Background: an optimization exercise with open tools, aiming at small area and a short achievable clock period. Do not read the settings as production practice.
At most, simulation tests tie the RTL to the original design; equivalence was not proved.
The flow treats the clock pin as an ideal source, which a real chip does not have.

==> v32 <==
Design Vedic, start of the top module:
module Vedic(
  input             clk,
  input             rst,
  input      [31:0] A_5,
  input      [31:0] B_5,
  output reg [63:0] Q_REG
);
export LEC_CHECK = 0
export CAP_MARGIN = 20
export CORE_MARGIN = 2
export CORE_UTILIZATION = 40
export SLEW_MARGIN = 20
export SYNTH_HIERARCHICAL = 1
export SYNTH_MINIMUM_KEEP_SIZE = 0
create_clock -name core_clock -period 14.0 [get_ports {clk}]
standard.sh (not shown) runs the stock make flow with config.mk's settings and CLKGATE_MAP_FILE= SYNTH_SCRIPT=/design/flow/synth_recipe.tcl, a recipe that flattens the netlist after the stock synthesis.
==> flow/flow/run.sh <==
#!/bin/bash
# The standard layout (standard.sh, unchanged synthesis) with these changes:
#  - the port buffers are buf_1 (ORFS picks a larger delay buffer by default);
#  - after floorplan, ABC's buffers are removed and every combinational cell
#    is set to its smallest size (flow/downsize.tcl);
#  - CTS's setup repair runs after that skew (in flow/skew.tcl), and it and
#    the later repairs aim at 8.6 ns of setup slack on the 14 ns clock,
#    working on the worst paths (TNS_END_PERCENT=0), so they size up only
#    the cells that the critical paths need; the hold repair fixes the short
#    paths into Q_REG that the skew leaves too fast, with 0.15 ns to spare.
# The make output goes to make_finish.log; each ORFS step keeps its own log
# under orfs/logs.
set -euo pipefail
HERE=$(pwd)
export SKEW_CELLS="dlygate4sd3_1 dlygate4sd3_1 clkdlybuf4s25_1"
bash standard.sh \
  "BUFFER_PORTS_ARGS=-buffer_cell sky130_fd_sc_hd__buf_1" \
  REMOVE_ABC_BUFFERS=1 \
  POST_FLOORPLAN_TCL=$HERE/flow/downsize.tcl \
  POST_CTS_TCL=$HERE/flow/skew.tcl \
  SETUP_SLACK_MARGIN=8.6 TNS_END_PERCENT=0 HOLD_SLACK_MARGIN=0.15 SKIP_CTS_REPAIR_TIMING=1 \
  finish > make_finish.log 2>&1
==> flow/flow/skew.tcl <==
set skew_cells [expr { [info exists ::env(SKEW_CELLS)] ? $::env(SKEW_CELLS) : "dlygate4sd3_1 dlygate4sd3_1 clkdlybuf4s25_1" }]
set skew_n [llength $skew_cells]
set skew_buf sky130_fd_sc_hd__clkbuf_4
set block [ord::get_db_block]
set groups [dict create]
foreach inst [$block getInsts] {
  if { ![string match "Q_REG*" [$inst getName]] } { continue }
  set it [$inst findITerm CLK]
  set net [$it getNet]
  dict lappend groups [$net getName] $inst
}
set k 0
dict for {netname insts} $groups {
  # centroid of the group
  set sx 0; set sy 0
  set pins {}
  foreach inst $insts {
    set bb [$inst getBBox]
    set sx [expr { $sx + ([$bb xMin] + [$bb xMax]) / 2 }]
    set sy [expr { $sy + ([$bb yMin] + [$bb yMax]) / 2 }]
    lappend pins [get_pins -of_objects [get_cells [$inst getName]] -filter "name == CLK"]
  }
  set n [llength $insts]
  set dbu [$block getDbUnitsPerMicron]
  set cx [expr { double($sx) / $n / $dbu }]
  set cy [expr { double($sy) / $n / $dbu }]
  set b [insert_buffer -buffer_cell $skew_buf -net [get_nets $netname] -load_pins $pins \
           -location [list $cx $cy] -buffer_name skewbuf_$k -net_name skewnet_${k}_0]
  set load [get_pins [get_full_name $b]/A]
  for {set i 1} {$i <= $skew_n} {incr i} {
    set d [insert_buffer -buffer_cell sky130_fd_sc_hd__[lindex $skew_cells [expr { $i - 1 }]] -net [get_nets $netname] -load_pins $load \
             -location [list $cx $cy] -buffer_name skewdly_${k}_$i -net_name skewnet_${k}_$i]
    set load [get_pins [get_full_name $d]/A]
  }
  incr k
}
puts "skew: delayed the clock of [dict size $groups] Q_REG groups by $skew_cells"
foreach net [$block getNets] {
  if { [string match "skewnet_*" [$net getName]] } { $net setSigType CLOCK }
}
detailed_placement
estimate_parasitics -placement

# With SKIP_CTS_REPAIR_TIMING set, the setup repair that CTS would have run
# before this hook runs here instead, after the skew, so that it sees the
# clock the layout will have.
if { [info exists ::env(SKIP_CTS_REPAIR_TIMING)] && $::env(SKIP_CTS_REPAIR_TIMING) } {
  repair_timing_helper -setup
  detailed_placement
  check_placement -verbose
  estimate_parasitics -placement
}
Other scripts of this flow, unchanged in this note and not shown: flow/flow/downsize.tcl
==> inputs of v18, as changes to v32 <==
==> flow/flow/run.sh (replaced) <==
#!/bin/bash
# The standard layout (standard.sh, unchanged synthesis) with three changes:
#  - the port buffers are buf_1 (ORFS picks a larger delay buffer by default);
#  - after floorplan, ABC's buffers are removed and every combinational cell
#    is set to its smallest size (flow/downsize.tcl);
#  - the resizer's setup repair aims at 7.5 ns of slack on the 14 ns clock,
#    working on the worst paths (TNS_END_PERCENT=0), so it sizes up only
#    the cells that the critical paths need.
# The make output goes to make_finish.log; each ORFS step keeps its own log
# under orfs/logs.
set -euo pipefail
HERE=$(pwd)
bash standard.sh \
  "BUFFER_PORTS_ARGS=-buffer_cell sky130_fd_sc_hd__buf_1" \
  REMOVE_ABC_BUFFERS=1 \
  POST_FLOORPLAN_TCL=$HERE/flow/downsize.tcl \
  SETUP_SLACK_MARGIN=7.5 TNS_END_PERCENT=0 \
  finish > make_finish.log 2>&1
removed: flow/flow/skew.tcl
==> inputs of v11, as changes to v32 <==
==> flow/flow/run.sh (replaced) <==
#!/bin/bash
set -euo pipefail
HERE=$(pwd)
export SKEW_CELLS="dlygate4sd3_1 dlygate4sd3_1 clkdlybuf4s25_1"
bash standard.sh \
  "BUFFER_PORTS_ARGS=-buffer_cell sky130_fd_sc_hd__buf_1" \
  REMOVE_ABC_BUFFERS=1 \
  POST_FLOORPLAN_TCL=$HERE/flow/downsize.tcl \
  POST_CTS_TCL=$HERE/flow/skew.tcl \
  SETUP_SLACK_MARGIN=8.7 TNS_END_PERCENT=0 HOLD_SLACK_MARGIN=0.15 \
  finish > make_finish.log 2>&1
--- a/flow/flow/skew.tcl
+++ b/flow/flow/skew.tcl
@@ -42,11 +42 @@
 estimate_parasitics -placement
-
-# With SKIP_CTS_REPAIR_TIMING set, the setup repair that CTS would have run
-# before this hook runs here instead, after the skew, so that it sees the
-# clock the layout will have.
-if { [info exists ::env(SKIP_CTS_REPAIR_TIMING)] && $::env(SKIP_CTS_REPAIR_TIMING) } {
-  repair_timing_helper -setup
-  detailed_placement
-  check_placement -verbose
-  estimate_parasitics -placement
-}
==> flow_summary.json <==
{
  "route.top_layer_used": "met4",
  "met1_usage_pct": 36.13,
  "status": "no timing/DRC/antenna violations",
  "worst_clock_skew_ns": 1.548,
  "hp-start": "B_5_reg[22]",
  "synthToLayoutAreaGrowth_pct": 16.22,
  "wl_met1_um": 37500,
  "multiInputGateArea_um2": 22510,
  "slowest_delay_ns": 0.57
}
# the run above: v11

==> flow_summary.json <==
{
  "status": "no timing/DRC/antenna violations",
  "worst_clock_skew_ns": 0.02706,
  "multiInputGateArea_um2": 22660,
  "route.top_layer_used": "met4",
  "wl_met1_um": 36830,
  "slowest_delay_ns": 0.66
}
# the run above: v18

==> flow_summary.json <==
{
  "status": "no timing/DRC/antenna violations",
  "wl_met1_um": 37050,
  "multiInputGateArea_um2": 22310,
  "fin_nets": 3217,
  "met1_usage_pct": 34.84,
  "worst_clock_skew_ns": 1.549,
  "synthToLayoutAreaGrowth_pct": 11.82,
  "slowest_delay_ns": 0.54,
  "synth_compound_area_share_pct": 25.36
}
# the run above: v32


========
==> run H: inputs <==
Another version of the RTL of Vedic (not shown whole).
Settings: LEC_CHECK=0, ABC_AREA=1, CAP_MARGIN=20, CORE_MARGIN=2, CORE_UTILIZATION=40, SLEW_MARGIN=20, SYNTH_HIERARCHICAL=1, SYNTH_MINIMUM_KEEP_SIZE=0; clock period 14.0 ns.
run.sh (not shown) runs the stock make flow with config.mk's settings and CLKGATE_MAP_FILE= SYNTH_SCRIPT=/design/flow/synth_recipe.tcl, a recipe that flattens the netlist after the stock synthesis.
Stock flow here: none of the scripts above is used.
==> run Z: changes against run H <==
Settings changed: ABC_AREA 1 to unset.
==> summary.txt <==
status = complete, no violations
post-DP HPWL = 62.4 mm
1st-iter DRT viols = 1505
Worst Max-Slew Pin Slew = 0.978 ns
count leader, synth = xnor2_1
critical path peak fanout = 39
R2R Path Start = B_5_reg[3]
number of diodes = 0
Synth Area in Adders = 0.398
GR met1 Demand/Resource = 0.344
-- figures above: run Z

==> summary.txt <==
R2R Path Start = B_5_reg[9]
critical path peak fanout = 67
Root Driver = clkbuf_16
post-DP HPWL = 81.8 mm
met3 GRT Util = 0.0427
Synth Area in Adders = 0.347
count leader, synth = nand2_1
number of diodes = 1
Seq/total area = 0.0904
status = complete, no violations
1st-iter DRT viols = 3044
-- figures above: run H

No functional check of the RTL was part of any run of this note.

========
==> inputs of v30 <==
Another version of the RTL of Vedic (not shown whole).
Design Vedic, start of the top module:
module Vedic(
  input             clk,
  input             rst,
  input      [31:0] A_5,
  input      [31:0] B_5,
  output reg [63:0] Q_REG
);
clock: 14.0 ns
lec_check: 0
cap_margin: 20
core_margin: 2
core_utilization: 40
slew_margin: 20
synth_hierarchical: 1
synth_minimum_keep_size: 0
standard.sh (not shown) runs the stock make flow with config.mk's settings and CLKGATE_MAP_FILE= SYNTH_SCRIPT=/design/flow/synth_recipe.tcl, a recipe that flattens the netlist after the stock synthesis.
==> flow/flow/run.sh <==
#!/bin/bash
# The standard layout (standard.sh, unchanged synthesis) with these changes:
#  - the port buffers are buf_1 (ORFS picks a larger delay buffer by default);
#  - after floorplan, ABC's buffers are removed and every combinational cell
#    is set to its smallest size (flow/downsize.tcl);
#  - CTS's setup repair runs after that skew (in flow/skew.tcl), and it and
#    the later repairs aim at 8.75 ns of setup slack on the 14 ns clock,
#    working on the worst paths (TNS_END_PERCENT=0), so they size up only
#    the cells that the critical paths need; the hold repair fixes the short
#    paths into Q_REG that the skew leaves too fast, with 0.1 ns to spare.
# The make output goes to make_finish.log; each ORFS step keeps its own log
# under orfs/logs.
set -euo pipefail
HERE=$(pwd)
export SKEW_CELLS="dlygate4sd3_1 dlygate4sd3_1"
bash standard.sh \
  "BUFFER_PORTS_ARGS=-buffer_cell sky130_fd_sc_hd__buf_1" \
  REMOVE_ABC_BUFFERS=1 \
  POST_FLOORPLAN_TCL=$HERE/flow/downsize.tcl \
  POST_CTS_TCL=$HERE/flow/skew.tcl \
  SETUP_SLACK_MARGIN=8.75 TNS_END_PERCENT=0 HOLD_SLACK_MARGIN=0.1 SKIP_CTS_REPAIR_TIMING=1 \
  finish > make_finish.log 2>&1
Other scripts of this flow, unchanged in this note and not shown: flow/flow/downsize.tcl, flow/flow/skew.tcl
==> v14 (differences from v30) <==
--- a/flow/design.v
+++ b/flow/design.v
@@ -2658,20 +2658,20 @@
 fa1 u1404 (.a(bp920), .b(bp981), .ci(c1136), .s(s1402), .co(c1403));
 fa1 u1407 (.a(c1139), .b(c1142), .ci(c1145), .s(s1405), .co(c1406));
 fa1 u1410 (.a(s1147), .b(s1150), .ci(s1153), .s(s1408), .co(c1409));
 fa1 u1413 (.a(bp739), .b(bp800), .ci(bp861), .s(s1411), .co(c1412));
 fa1 u1416 (.a(bp922), .b(bp983), .ci(c1148), .s(s1414), .co(c1415));
 fa1 u1419 (.a(c1151), .b(c1154), .ci(c1157), .s(s1417), .co(c1418));
 fa1 u1422 (.a(s1159), .b(s1162), .ci(s1165), .s(s1420), .co(c1421));
-fa1 u1425 (.a(bp741), .b(bp802), .ci(bp863), .s(s1423), .co(c1424));
-fa1 u1428 (.a(bp924), .b(bp985), .ci(s1171), .s(s1426), .co(c1427));
+fa1 u1425 (.a(s1171), .b(bp741), .ci(bp802), .s(s1423), .co(c1424));
+fa1 u1428 (.a(bp863), .b(bp924), .ci(bp985), .s(s1426), .co(c1427));
 fa1 u1431 (.a(c1160), .b(c1163), .ci(c1166), .s(s1429), .co(c1430));
 fa1 u1434 (.a(c1169), .b(s1174), .ci(s1177), .s(s1432), .co(c1433));
-fa1 u1437 (.a(bp743), .b(bp804), .ci(bp865), .s(s1435), .co(c1436));
-fa1 u1440 (.a(bp926), .b(bp987), .ci(c1172), .s(s1438), .co(c1439));
+fa1 u1437 (.a(c1172), .b(bp743), .ci(bp804), .s(s1435), .co(c1436));
+fa1 u1440 (.a(bp865), .b(bp926), .ci(bp987), .s(s1438), .co(c1439));
 fa1 u1443 (.a(s1192), .b(c1175), .ci(c1178), .s(s1441), .co(c1442));
 fa1 u1446 (.a(c1181), .b(s1183), .ci(s1186), .s(s1444), .co(c1445));
 fa1 u1449 (.a(bp684), .b(bp745), .ci(bp806), .s(s1447), .co(c1448));
 fa1 u1452 (.a(bp867), .b(bp928), .ci(bp989), .s(s1450), .co(c1451));
 fa1 u1455 (.a(c1193), .b(c1184), .ci(c1187), .s(s1453), .co(c1454));
 fa1 u1458 (.a(c1190), .b(s1195), .ci(s1198), .s(s1456), .co(c1457));
 fa1 u1461 (.a(bp625), .b(bp686), .ci(bp747), .s(s1459), .co(c1460));
@@ -2686,18 +2686,18 @@
 fa1 u1488 (.a(bp690), .b(bp751), .ci(bp812), .s(s1486), .co(c1487));
 fa1 u1491 (.a(bp873), .b(bp934), .ci(bp995), .s(s1489), .co(c1490));
 fa1 u1494 (.a(s1222), .b(c1214), .ci(c1217), .s(s1492), .co(c1493));
 fa1 u1497 (.a(bp448), .b(bp509), .ci(bp570), .s(s1495), .co(c1496));
 fa1 u1500 (.a(bp631), .b(bp692), .ci(bp753), .s(s1498), .co(c1499));
 fa1 u1503 (.a(bp814), .b(bp875), .ci(bp936), .s(s1501), .co(c1502));
 fa1 u1506 (.a(bp997), .b(c1223), .ci(c1220), .s(s1504), .co(c1505));
-fa1 u1509 (.a(bp389), .b(bp450), .ci(bp511), .s(s1507), .co(c1508));
-fa1 u1512 (.a(bp572), .b(bp633), .ci(bp694), .s(s1510), .co(c1511));
-fa1 u1515 (.a(bp755), .b(bp816), .ci(bp877), .s(s1513), .co(c1514));
-fa1 u1518 (.a(bp938), .b(bp999), .ci(s1228), .s(s1516), .co(c1517));
+fa1 u1509 (.a(s1228), .b(bp389), .ci(bp450), .s(s1507), .co(c1508));
+fa1 u1512 (.a(bp511), .b(bp572), .ci(bp633), .s(s1510), .co(c1511));
+fa1 u1515 (.a(bp694), .b(bp755), .ci(bp816), .s(s1513), .co(c1514));
+fa1 u1518 (.a(bp877), .b(bp938), .ci(bp999), .s(s1516), .co(c1517));
 fa1 u1521 (.a(sn390), .b(pp1052), .ci(c1229), .s(s1519), .co(c1520));
 fa1 u1524 (.a(bp452), .b(bp513), .ci(bp574), .s(s1522), .co(c1523));
 fa1 u1527 (.a(bp635), .b(bp696), .ci(bp757), .s(s1525), .co(c1526));
 fa1 u1530 (.a(bp818), .b(bp879), .ci(bp940), .s(s1528), .co(c1529));
 fa1 u1533 (.a(1'b1), .b(pp1053), .ci(bp454), .s(s1531), .co(c1532));
 fa1 u1536 (.a(bp515), .b(bp576), .ci(bp637), .s(s1534), .co(c1535));
 fa1 u1539 (.a(bp698), .b(bp759), .ci(bp820), .s(s1537), .co(c1538));
@@ -2779,19 +2779,19 @@
 fa1 u1767 (.a(c1385), .b(s1393), .ci(s1396), .s(s1765), .co(c1766));
 fa1 u1770 (.a(c1388), .b(s1399), .ci(s1156), .s(s1768), .co(c1769));
 fa1 u1773 (.a(c1391), .b(c1394), .ci(c1397), .s(s1771), .co(c1772));
 fa1 u1776 (.a(s1402), .b(s1405), .ci(s1408), .s(s1774), .co(c1775));
 fa1 u1779 (.a(c1400), .b(s1411), .ci(s1168), .s(s1777), .co(c1778));
 fa1 u1782 (.a(c1403), .b(c1406), .ci(c1409), .s(s1780), .co(c1781));
 fa1 u1785 (.a(s1414), .b(s1417), .ci(s1420), .s(s1783), .co(c1784));
-fa1 u1788 (.a(c1412), .b(s1423), .ci(s1180), .s(s1786), .co(c1787));
-fa1 u1791 (.a(s1426), .b(c1415), .ci(c1418), .s(s1789), .co(c1790));
+fa1 u1788 (.a(c1412), .b(s1423), .ci(s1426), .s(s1786), .co(c1787));
+fa1 u1791 (.a(s1180), .b(c1415), .ci(c1418), .s(s1789), .co(c1790));
 fa1 u1794 (.a(c1421), .b(s1429), .ci(s1432), .s(s1792), .co(c1793));
-fa1 u1797 (.a(c1424), .b(s1435), .ci(s1189), .s(s1795), .co(c1796));
-fa1 u1800 (.a(c1427), .b(s1438), .ci(c1430), .s(s1798), .co(c1799));
+fa1 u1797 (.a(c1424), .b(c1427), .ci(s1435), .s(s1795), .co(c1796));
+fa1 u1800 (.a(s1438), .b(s1189), .ci(c1430), .s(s1798), .co(c1799));
 fa1 u1803 (.a(c1433), .b(s1441), .ci(s1444), .s(s1801), .co(c1802));
 fa1 u1806 (.a(c1436), .b(c1439), .ci(s1447), .s(s1804), .co(c1805));
 fa1 u1809 (.a(s1450), .b(s1201), .ci(c1442), .s(s1807), .co(c1808));
 fa1 u1812 (.a(c1445), .b(s1453), .ci(s1456), .s(s1810), .co(c1811));
 fa1 u1815 (.a(c1448), .b(c1451), .ci(s1459), .s(s1813), .co(c1814));
 fa1 u1818 (.a(s1462), .b(s1207), .ci(c1454), .s(s1816), .co(c1817));
 fa1 u1821 (.a(c1457), .b(s1465), .ci(s1468), .s(s1819), .co(c1820));
@@ -2824,17 +2824,17 @@
 fa1 u1902 (.a(c1556), .b(s1561), .ci(s1564), .s(s1900), .co(c1901));
 fa1 u1905 (.a(bp767), .b(bp828), .ci(bp889), .s(s1903), .co(c1904));
 fa1 u1908 (.a(bp950), .b(bp1011), .ci(s1570), .s(s1906), .co(c1907));
 fa1 u1911 (.a(c1562), .b(c1565), .ci(s1567), .s(s1909), .co(c1910));
 fa1 u1914 (.a(bp708), .b(bp769), .ci(bp830), .s(s1912), .co(c1913));
 fa1 u1917 (.a(bp891), .b(bp952), .ci(bp1013), .s(s1915), .co(c1916));
 fa1 u1920 (.a(c1571), .b(c1568), .ci(s1573), .s(s1918), .co(c1919));
-fa1 u1923 (.a(bp649), .b(bp710), .ci(bp771), .s(s1921), .co(c1922));
-fa1 u1926 (.a(bp832), .b(bp893), .ci(bp954), .s(s1924), .co(c1925));
-fa1 u1929 (.a(bp1015), .b(s1576), .ci(c1574), .s(s1927), .co(c1928));
+fa1 u1923 (.a(s1576), .b(bp649), .ci(bp710), .s(s1921), .co(c1922));
+fa1 u1926 (.a(bp771), .b(bp832), .ci(bp893), .s(s1924), .co(c1925));
+fa1 u1929 (.a(bp954), .b(bp1015), .ci(c1574), .s(s1927), .co(c1928));
 fa1 u1932 (.a(sn650), .b(pp1060), .ci(c1577), .s(s1930), .co(c1931));
 fa1 u1935 (.a(bp712), .b(bp773), .ci(bp834), .s(s1933), .co(c1934));
 fa1 u1938 (.a(bp895), .b(bp956), .ci(bp1017), .s(s1936), .co(c1937));
 fa1 u1941 (.a(1'b1), .b(pp1061), .ci(bp714), .s(s1939), .co(c1940));
 fa1 u1944 (.a(bp775), .b(bp836), .ci(bp897), .s(s1942), .co(c1943));
 ha1 u1947 (.a(bp958), .b(bp1019), .s(s1945), .co(c1946));
 fa1 u1950 (.a(sn715), .b(pp1062), .ci(bp777), .s(s1948), .co(c1949));
@@ -2895,30 +2895,30 @@
 fa1 u2115 (.a(s1753), .b(c1748), .ci(s1756), .s(s2113), .co(c2114));
 fa1 u2118 (.a(c1751), .b(s1759), .ci(c1754), .s(s2116), .co(c2117));
 fa1 u2121 (.a(s1762), .b(c1757), .ci(s1765), .s(s2119), .co(c2120));
 fa1 u2124 (.a(c1760), .b(s1768), .ci(c1763), .s(s2122), .co(c2123));
 fa1 u2127 (.a(c1766), .b(s1771), .ci(s1774), .s(s2125), .co(c2126));
 fa1 u2130 (.a(c1769), .b(s1777), .ci(c1772), .s(s2128), .co(c2129));
 fa1 u2133 (.a(c1775), .b(s1780), .ci(s1783), .s(s2131), .co(c2132));
-fa1 u2136 (.a(c1778), .b(s1786), .ci(c1781), .s(s2134), .co(c2135));
-fa1 u2139 (.a(s1789), .b(c1784), .ci(s1792), .s(s2137), .co(c2138));
+fa1 u2136 (.a(c1778), .b(s1786), .ci(s1789), .s(s2134), .co(c2135));
+fa1 u2139 (.a(c1781), .b(c1784), .ci(s1792), .s(s2137), .co(c2138));
 fa1 u2142 (.a(c1787), .b(s1795), .ci(c1790), .s(s2140), .co(c2141));
 fa1 u2145 (.a(s1798), .b(c1793), .ci(s1801), .s(s2143), .co(c2144));
 fa1 u2148 (.a(c1796), .b(s1804), .ci(c1799), .s(s2146), .co(c2147));
 fa1 u2151 (.a(s1807), .b(c1802), .ci(s1810), .s(s2149), .co(c2150));
 fa1 u2154 (.a(c1805), .b(s1813), .ci(c1808), .s(s2152), .co(c2153));
 fa1 u2157 (.a(s1816), .b(c1811), .ci(s1819), .s(s2155), .co(c2156));
 fa1 u2160 (.a(c1814), .b(s1822), .ci(s1825), .s(s2158), .co(c2159));
 fa1 u2163 (.a(c1817), .b(c1820), .ci(s1828), .s(s2161), .co(c2162));
 fa1 u2166 (.a(c1823), .b(s1831), .ci(s1834), .s(s2164), .co(c2165));
 fa1 u2169 (.a(c1826), .b(c1829), .ci(s1837), .s(s2167), .co(c2168));
 fa1 u2172 (.a(c1832), .b(c1835), .ci(s1840), .s(s2170), .co(c2171));
 fa1 u2175 (.a(s1843), .b(c1838), .ci(s1846), .s(s2173), .co(c2174));
 fa1 u2178 (.a(c1841), .b(c1844), .ci(s1849), .s(s2176), .co(c2177));
-fa1 u2181 (.a(s1852), .b(c1847), .ci(s1855), .s(s2179), .co(c2180));
+fa1 u2181 (.a(s1852), .b(s1855), .ci(c1847), .s(s2179), .co(c2180));
 fa1 u2184 (.a(c1850), .b(c1853), .ci(s1858), .s(s2182), .co(c2183));
 fa1 u2187 (.a(s1861), .b(s1864), .ci(c1856), .s(s2185), .co(c2186));
 fa1 u2190 (.a(c1859), .b(c1862), .ci(s1867), .s(s2188), .co(c2189));
 fa1 u2193 (.a(c1865), .b(s1870), .ci(s1873), .s(s2191), .co(c2192));
 fa1 u2196 (.a(s1876), .b(c1868), .ci(c1871), .s(s2194), .co(c2195));
 fa1 u2199 (.a(c1874), .b(s1879), .ci(s1882), .s(s2197), .co(c2198));
 fa1 u2202 (.a(s1885), .b(c1877), .ci(c1880), .s(s2200), .co(c2201));
@@ -2937,16 +2937,16 @@
 fa1 u2241 (.a(c1937), .b(s1939), .ci(s1942), .s(s2239), .co(c2240));
 fa1 u2244 (.a(bp1021), .b(c1946), .ci(c1940), .s(s2242), .co(c2243));
 fa1 u2247 (.a(c1943), .b(s1948), .ci(s1951), .s(s2245), .co(c2246));
 fa1 u2250 (.a(bp962), .b(bp1023), .ci(s1957), .s(s2248), .co(c2249));
 fa1 u2253 (.a(c1949), .b(c1952), .ci(s1954), .s(s2251), .co(c2252));
 fa1 u2256 (.a(bp903), .b(bp964), .ci(bp1025), .s(s2254), .co(c2255));
 fa1 u2259 (.a(c1958), .b(c1955), .ci(s1960), .s(s2257), .co(c2258));
-fa1 u2262 (.a(bp844), .b(bp905), .ci(bp966), .s(s2260), .co(c2261));
-fa1 u2265 (.a(bp1027), .b(s1963), .ci(c1961), .s(s2263), .co(c2264));
+fa1 u2262 (.a(s1963), .b(bp844), .ci(bp905), .s(s2260), .co(c2261));
+fa1 u2265 (.a(bp966), .b(bp1027), .ci(c1961), .s(s2263), .co(c2264));
 fa1 u2268 (.a(sn845), .b(pp1066), .ci(c1964), .s(s2266), .co(c2267));
 fa1 u2271 (.a(bp907), .b(bp968), .ci(bp1029), .s(s2269), .co(c2270));
 fa1 u2274 (.a(1'b1), .b(pp1067), .ci(bp909), .s(s2272), .co(c2273));
 ha1 u2277 (.a(bp970), .b(bp1031), .s(s2275), .co(c2276));
 fa1 u2280 (.a(sn910), .b(pp1068), .ci(bp972), .s(s2278), .co(c2279));
 ha1 u2283 (.a(1'b1), .b(pp1069), .s(s2281), .co(c2282));
 ha1 u2286 (.a(neg[2]), .b(bp8), .s(s2284), .co(c2285));
@@ -2984,32 +2984,32 @@
 fa1 u2382 (.a(c2135), .b(s2140), .ci(c2138), .s(s2380), .co(c2381));
 fa1 u2385 (.a(c2141), .b(s2146), .ci(c2144), .s(s2383), .co(c2384));
 fa1 u2388 (.a(c2147), .b(s2152), .ci(c2150), .s(s2386), .co(c2387));
 fa1 u2391 (.a(c2153), .b(s2158), .ci(c2156), .s(s2389), .co(c2390));
 fa1 u2394 (.a(s2164), .b(c2159), .ci(c2162), .s(s2392), .co(c2393));
 fa1 u2397 (.a(c2165), .b(s2170), .ci(c2168), .s(s2395), .co(c2396));
 fa1 u2400 (.a(c2171), .b(s2176), .ci(c2174), .s(s2398), .co(c2399));
-fa1 u2403 (.a(c2177), .b(s2182), .ci(c2180), .s(s2401), .co(c2402));
+fa1 u2403 (.a(c2177), .b(s2182), .ci(s2185), .s(s2401), .co(c2402));
 fa1 u2406 (.a(c2183), .b(s2188), .ci(s2191), .s(s2404), .co(c2405));
 fa1 u2409 (.a(c2189), .b(s2194), .ci(c2192), .s(s2407), .co(c2408));
 fa1 u2412 (.a(c2195), .b(s2200), .ci(c2198), .s(s2410), .co(c2411));
 fa1 u2415 (.a(c2201), .b(s2206), .ci(c2204), .s(s2413), .co(c2414));
 fa1 u2418 (.a(c2207), .b(s2212), .ci(c2210), .s(s2416), .co(c2417));
 fa1 u2421 (.a(s2218), .b(c2213), .ci(c2216), .s(s2419), .co(c2420));
 fa1 u2424 (.a(c2219), .b(s2224), .ci(c2222), .s(s2422), .co(c2423));
-fa1 u2427 (.a(c2225), .b(s2230), .ci(c2228), .s(s2425), .co(c2426));
+fa1 u2427 (.a(c2225), .b(s2230), .ci(s2233), .s(s2425), .co(c2426));
 fa1 u2430 (.a(c2231), .b(s2236), .ci(s2239), .s(s2428), .co(c2429));
 fa1 u2433 (.a(c2237), .b(c2240), .ci(s2242), .s(s2431), .co(c2432));
 fa1 u2436 (.a(c2243), .b(s2248), .ci(c2246), .s(s2434), .co(c2435));
 fa1 u2439 (.a(s2254), .b(c2249), .ci(c2252), .s(s2437), .co(c2438));
 fa1 u2442 (.a(c2255), .b(s2260), .ci(c2258), .s(s2440), .co(c2441));
 fa1 u2445 (.a(s2266), .b(c2261), .ci(s2269), .s(s2443), .co(c2444));
 fa1 u2448 (.a(c2267), .b(s2275), .ci(c2270), .s(s2446), .co(c2447));
 fa1 u2451 (.a(bp1033), .b(c2276), .ci(c2273), .s(s2449), .co(c2450));
-fa1 u2454 (.a(bp974), .b(bp1035), .ci(s2281), .s(s2452), .co(c2453));
+fa1 u2454 (.a(s2281), .b(bp974), .ci(bp1035), .s(s2452), .co(c2453));
 fa1 u2457 (.a(sn975), .b(pp1070), .ci(c2282), .s(s2455), .co(c2456));
 ha1 u2460 (.a(1'b1), .b(pp1071), .s(s2458), .co(c2459));
 ha1 u2463 (.a(neg[1]), .b(bp4), .s(s2461), .co(c2462));
 ha1 u2466 (.a(bp6), .b(bp67), .s(s2464), .co(c2465));
 fa1 u2469 (.a(bp69), .b(bp131), .ci(s2284), .s(s2467), .co(c2468));
 fa1 u2472 (.a(bp132), .b(c2285), .ci(s2287), .s(s2470), .co(c2471));
 fa1 u2475 (.a(c2288), .b(s1966), .ci(s2290), .s(s2473), .co(c2474));
@@ -3045,37 +3045,37 @@
 fa1 u2565 (.a(s2143), .b(c2378), .ci(s2380), .s(s2563), .co(c2564));
 fa1 u2568 (.a(s2149), .b(c2381), .ci(s2383), .s(s2566), .co(c2567));
 fa1 u2571 (.a(s2155), .b(c2384), .ci(s2386), .s(s2569), .co(c2570));
 fa1 u2574 (.a(s2161), .b(c2387), .ci(s2389), .s(s2572), .co(c2573));
 fa1 u2577 (.a(s2167), .b(c2390), .ci(s2392), .s(s2575), .co(c2576));
 fa1 u2580 (.a(s2173), .b(c2393), .ci(s2395), .s(s2578), .co(c2579));
 fa1 u2583 (.a(s2179), .b(c2396), .ci(s2398), .s(s2581), .co(c2582));
-fa1 u2586 (.a(s2185), .b(c2399), .ci(s2401), .s(s2584), .co(c2585));
+fa1 u2586 (.a(c2180), .b(s2401), .ci(c2399), .s(s2584), .co(c2585));
 fa1 u2589 (.a(c2186), .b(s2404), .ci(c2402), .s(s2587), .co(c2588));
 fa1 u2592 (.a(s2197), .b(c2405), .ci(s2407), .s(s2590), .co(c2591));
 fa1 u2595 (.a(s2203), .b(c2408), .ci(s2410), .s(s2593), .co(c2594));
 fa1 u2598 (.a(s2209), .b(c2411), .ci(s2413), .s(s2596), .co(c2597));
 fa1 u2601 (.a(s2215), .b(c2414), .ci(s2416), .s(s2599), .co(c2600));
 fa1 u2604 (.a(s2221), .b(c2417), .ci(s2419), .s(s2602), .co(c2603));
 fa1 u2607 (.a(s2227), .b(c2420), .ci(s2422), .s(s2605), .co(c2606));
-fa1 u2610 (.a(s2233), .b(c2423), .ci(s2425), .s(s2608), .co(c2609));
+fa1 u2610 (.a(c2228), .b(s2425), .ci(c2423), .s(s2608), .co(c2609));
 fa1 u2613 (.a(c2234), .b(s2428), .ci(c2426), .s(s2611), .co(c2612));
 fa1 u2616 (.a(s2245), .b(c2429), .ci(s2431), .s(s2614), .co(c2615));
 fa1 u2619 (.a(s2251), .b(c2432), .ci(s2434), .s(s2617), .co(c2618));
 fa1 u2622 (.a(s2257), .b(c2435), .ci(s2437), .s(s2620), .co(c2621));
 fa1 u2625 (.a(s2263), .b(c2438), .ci(s2440), .s(s2623), .co(c2624));
 fa1 u2628 (.a(c2264), .b(s2443), .ci(c2441), .s(s2626), .co(c2627));
 fa1 u2631 (.a(s2272), .b(c2444), .ci(s2446), .s(s2629), .co(c2630));
 fa1 u2634 (.a(s2278), .b(c2447), .ci(s2449), .s(s2632), .co(c2633));
 fa1 u2637 (.a(c2279), .b(s2452), .ci(c2450), .s(s2635), .co(c2636));
 fa1 u2640 (.a(bp1037), .b(s2455), .ci(c2453), .s(s2638), .co(c2639));
-fa1 u2643 (.a(bp1039), .b(s2458), .ci(c2456), .s(s2641), .co(c2642));
+fa1 u2643 (.a(s2458), .b(bp1039), .ci(c2456), .s(s2641), .co(c2642));
 fa1 u2646 (.a(sn1040), .b(pp1072), .ci(c2459), .s(s2644), .co(c2645));
-assign X = {s2644, s2641, s2638, c2633, c2630, s2629, c2624, c2621, c2618, c2615, s2614, c2609, c2606, c2603, c2600, c2597, c2594, c2591, s2590, c2585, c2582, c2579, c2576, c2573, c2570, c2567, c2564, c2561, c2558, c2555, c2552, c2549, c2546, c2543, c2540, c2537, c2534, c2531, c2528, c2525, c2522, c2519, c2516, c2513, c2510, c2507, c2504, c2501, c2498, c2495, c2492, c2489, c2486, c2483, c2480, c2477, c2474, c2471, c2468, c2465, c2462, bp66, bp2, neg[0]};
-assign Y = {c2642, c2639, c2636, s2635, s2632, c2627, s2626, s2623, s2620, s2617, c2612, s2611, s2608, s2605, s2602, s2599, s2596, s2593, c2588, s2587, s2584, s2581, s2578, s2575, s2572, s2569, s2566, s2563, s2560, s2557, s2554, s2551, s2548, s2545, s2542, s2539, s2536, s2533, s2530, s2527, s2524, s2521, s2518, s2515, s2512, s2509, s2506, s2503, s2500, s2497, s2494, s2491, s2488, s2485, s2482, s2479, s2476, s2473, s2470, s2467, s2464, s2461, 1'b0, bp1};
+assign X = {s2644, s2641, s2638, s2635, c2630, s2629, c2624, c2621, c2618, c2615, s2614, s2611, c2606, c2603, c2600, c2597, c2594, c2591, s2590, s2587, c2582, c2579, c2576, c2573, c2570, c2567, c2564, c2561, c2558, c2555, c2552, c2549, c2546, c2543, c2540, c2537, c2534, c2531, c2528, c2525, c2522, c2519, c2516, c2513, c2510, c2507, c2504, c2501, c2498, c2495, c2492, c2489, c2486, c2483, c2480, c2477, c2474, c2471, c2468, c2465, c2462, bp66, bp2, neg[0]};
+assign Y = {c2642, c2639, c2636, c2633, s2632, c2627, s2626, s2623, s2620, s2617, c2612, c2609, s2608, s2605, s2602, s2599, s2596, s2593, c2588, c2585, s2584, s2581, s2578, s2575, s2572, s2569, s2566, s2563, s2560, s2557, s2554, s2551, s2548, s2545, s2542, s2539, s2536, s2533, s2530, s2527, s2524, s2521, s2518, s2515, s2512, s2509, s2506, s2503, s2500, s2497, s2494, s2491, s2488, s2485, s2482, s2479, s2476, s2473, s2470, s2467, s2464, s2461, 1'b0, bp1};
 assign xt = X;
 assign yt = Y;
 assign g = xt & yt;
 assign pr = xt ^ yt;
 pc_aoi21 u2648 (.a1(pr[1]), .a2(g[0]), .b1(g[1]), .y(G2647));
 pc_aoi21 u2650 (.a1(pr[3]), .a2(g[2]), .b1(g[3]), .y(G2649));
 pc_nand2 u2652 (.a(pr[3]), .b(pr[2]), .y(P2651));
==> flow/flow/run.sh (replaced) <==
#!/bin/bash
# The standard layout (standard.sh, unchanged synthesis) with these changes:
#  - the port buffers are buf_1 (ORFS picks a larger delay buffer by default);
#  - after floorplan, ABC's buffers are removed and every combinational cell
#    is set to its smallest size (flow/downsize.tcl);
#  - CTS's setup repair runs after that skew (in flow/skew.tcl), and it and
#    the later repairs aim at 8.75 ns of setup slack on the 14 ns clock,
#    working on the worst paths (TNS_END_PERCENT=100), so they size up only
#    the cells that the critical paths need; the hold repair fixes the short
#    paths into Q_REG that the skew leaves too fast, with 0.1 ns to spare.
# The make output goes to make_finish.log; each ORFS step keeps its own log
# under orfs/logs.
set -euo pipefail
HERE=$(pwd)
export SKEW_CELLS="dlygate4sd3_1 dlygate4sd3_1"
bash standard.sh \
  "BUFFER_PORTS_ARGS=-buffer_cell sky130_fd_sc_hd__buf_1" \
  REMOVE_ABC_BUFFERS=1 \
  POST_FLOORPLAN_TCL=$HERE/flow/downsize.tcl \
  POST_CTS_TCL=$HERE/flow/skew.tcl \
  SETUP_SLACK_MARGIN=8.75 TNS_END_PERCENT=100 HOLD_SLACK_MARGIN=0.1 SKIP_CTS_REPAIR_TIMING=1 \
  finish > make_finish.log 2>&1
==> impl.org <==
** Setup path
- Reg2reg end :: Q_REG[63]$_DFF_PN0_

** Layout
- Filler Cells Inserted :: 6771
- In the final layout, the multi-input gates occupy 21500 µm².
- Multi-input gates account for 75.8% of the area.

** Outcome
- Outcome :: complete, no violations

** Global routing
- First-pass GRT wire length :: 136 mm
- Met3 global-route usage :: 6.21%

** Timing
- Worst Tran Pin Value :: 0.910 ns
- The clock arrives with 1.36 ns of skew.

** Route
- In this run the top signal layer used is met5.
(the above is from v14)
==> impl.org <==
** Setup path
- In this run the critical register-to-register path is captured at Q_REG[55]$_DFF_PN0_.

** Route
- Remaining number of nets flagged by the antenna check after routing :: 0
- The routed design has 86.3 mm of wire.
- Met1 Wirelength :: 33.1 mm
- Highest Signal Layer :: met4

** Global routing
- Met3 global-route usage :: 5.81%

** Outcome
- Outcome :: complete, no violations

** Timing
- For the pin with the worst max-slew slack, the measured transition is 0.927 ns.
- Fin Clk Skew :: 1.32 ns

** Layout
- Fraction of final layout cells with drive strength greater than 1 :: 6.49%
- Area occupied by multi-input gates :: 21400 µm²
- Filler Cells Inserted :: 6720
- Of the total standard cell area in the layout, the multi-input combinational portion is 75.8%.

** Hold path
- Worst-case hold path end point :: Q_REG[63]$_DFF_PN0_
(the above is from v30)
No functional check of the RTL was part of any run of this note.

-- separate check: timing with driven ports --
How much do the figures lean on ideal ports? The routed layouts below were timed once more, with nothing changed but the port constraints. Step 1 assumes that a clkbuf_16 drives the clock port and a buf_2 every other input. Step 2, shift: input delay + t, output delay - t, t = (earliest + latest rising clock arrival at the registers) / 2. This alone moves slack from input paths to output paths. a / b / c = ideal ports / drivers / drivers and shift; a / b = the first two.
run	shift t [ns]	setup slack, ns	clock arrival spread, ns	cell pins on the clock port's net
v32	1.310	8.556 / 8.521 / 8.556	1.548 / 1.549	1
v18	0.554	7.130 / 7.130 / 7.130	0.027 / 0.027	1
v11	1.315	8.570 / 8.535 / 8.570	1.548 / 1.548	1
run H	0.561	6.339 / 6.339 / 6.339	0.024 / 0.024	1
run Z	0.583	5.418 / 5.418 / 5.418	0.028 / 0.028	1
v30	1.198	8.808 / 8.794 / 8.808	1.328 / 1.327	1
v14	1.212	8.801 / 8.746 / 8.801	1.357 / 1.357	1
Clock arrivals are far apart in v32, v11, v30 and v14, so t is only a midpoint there and step 2 fits no single register.
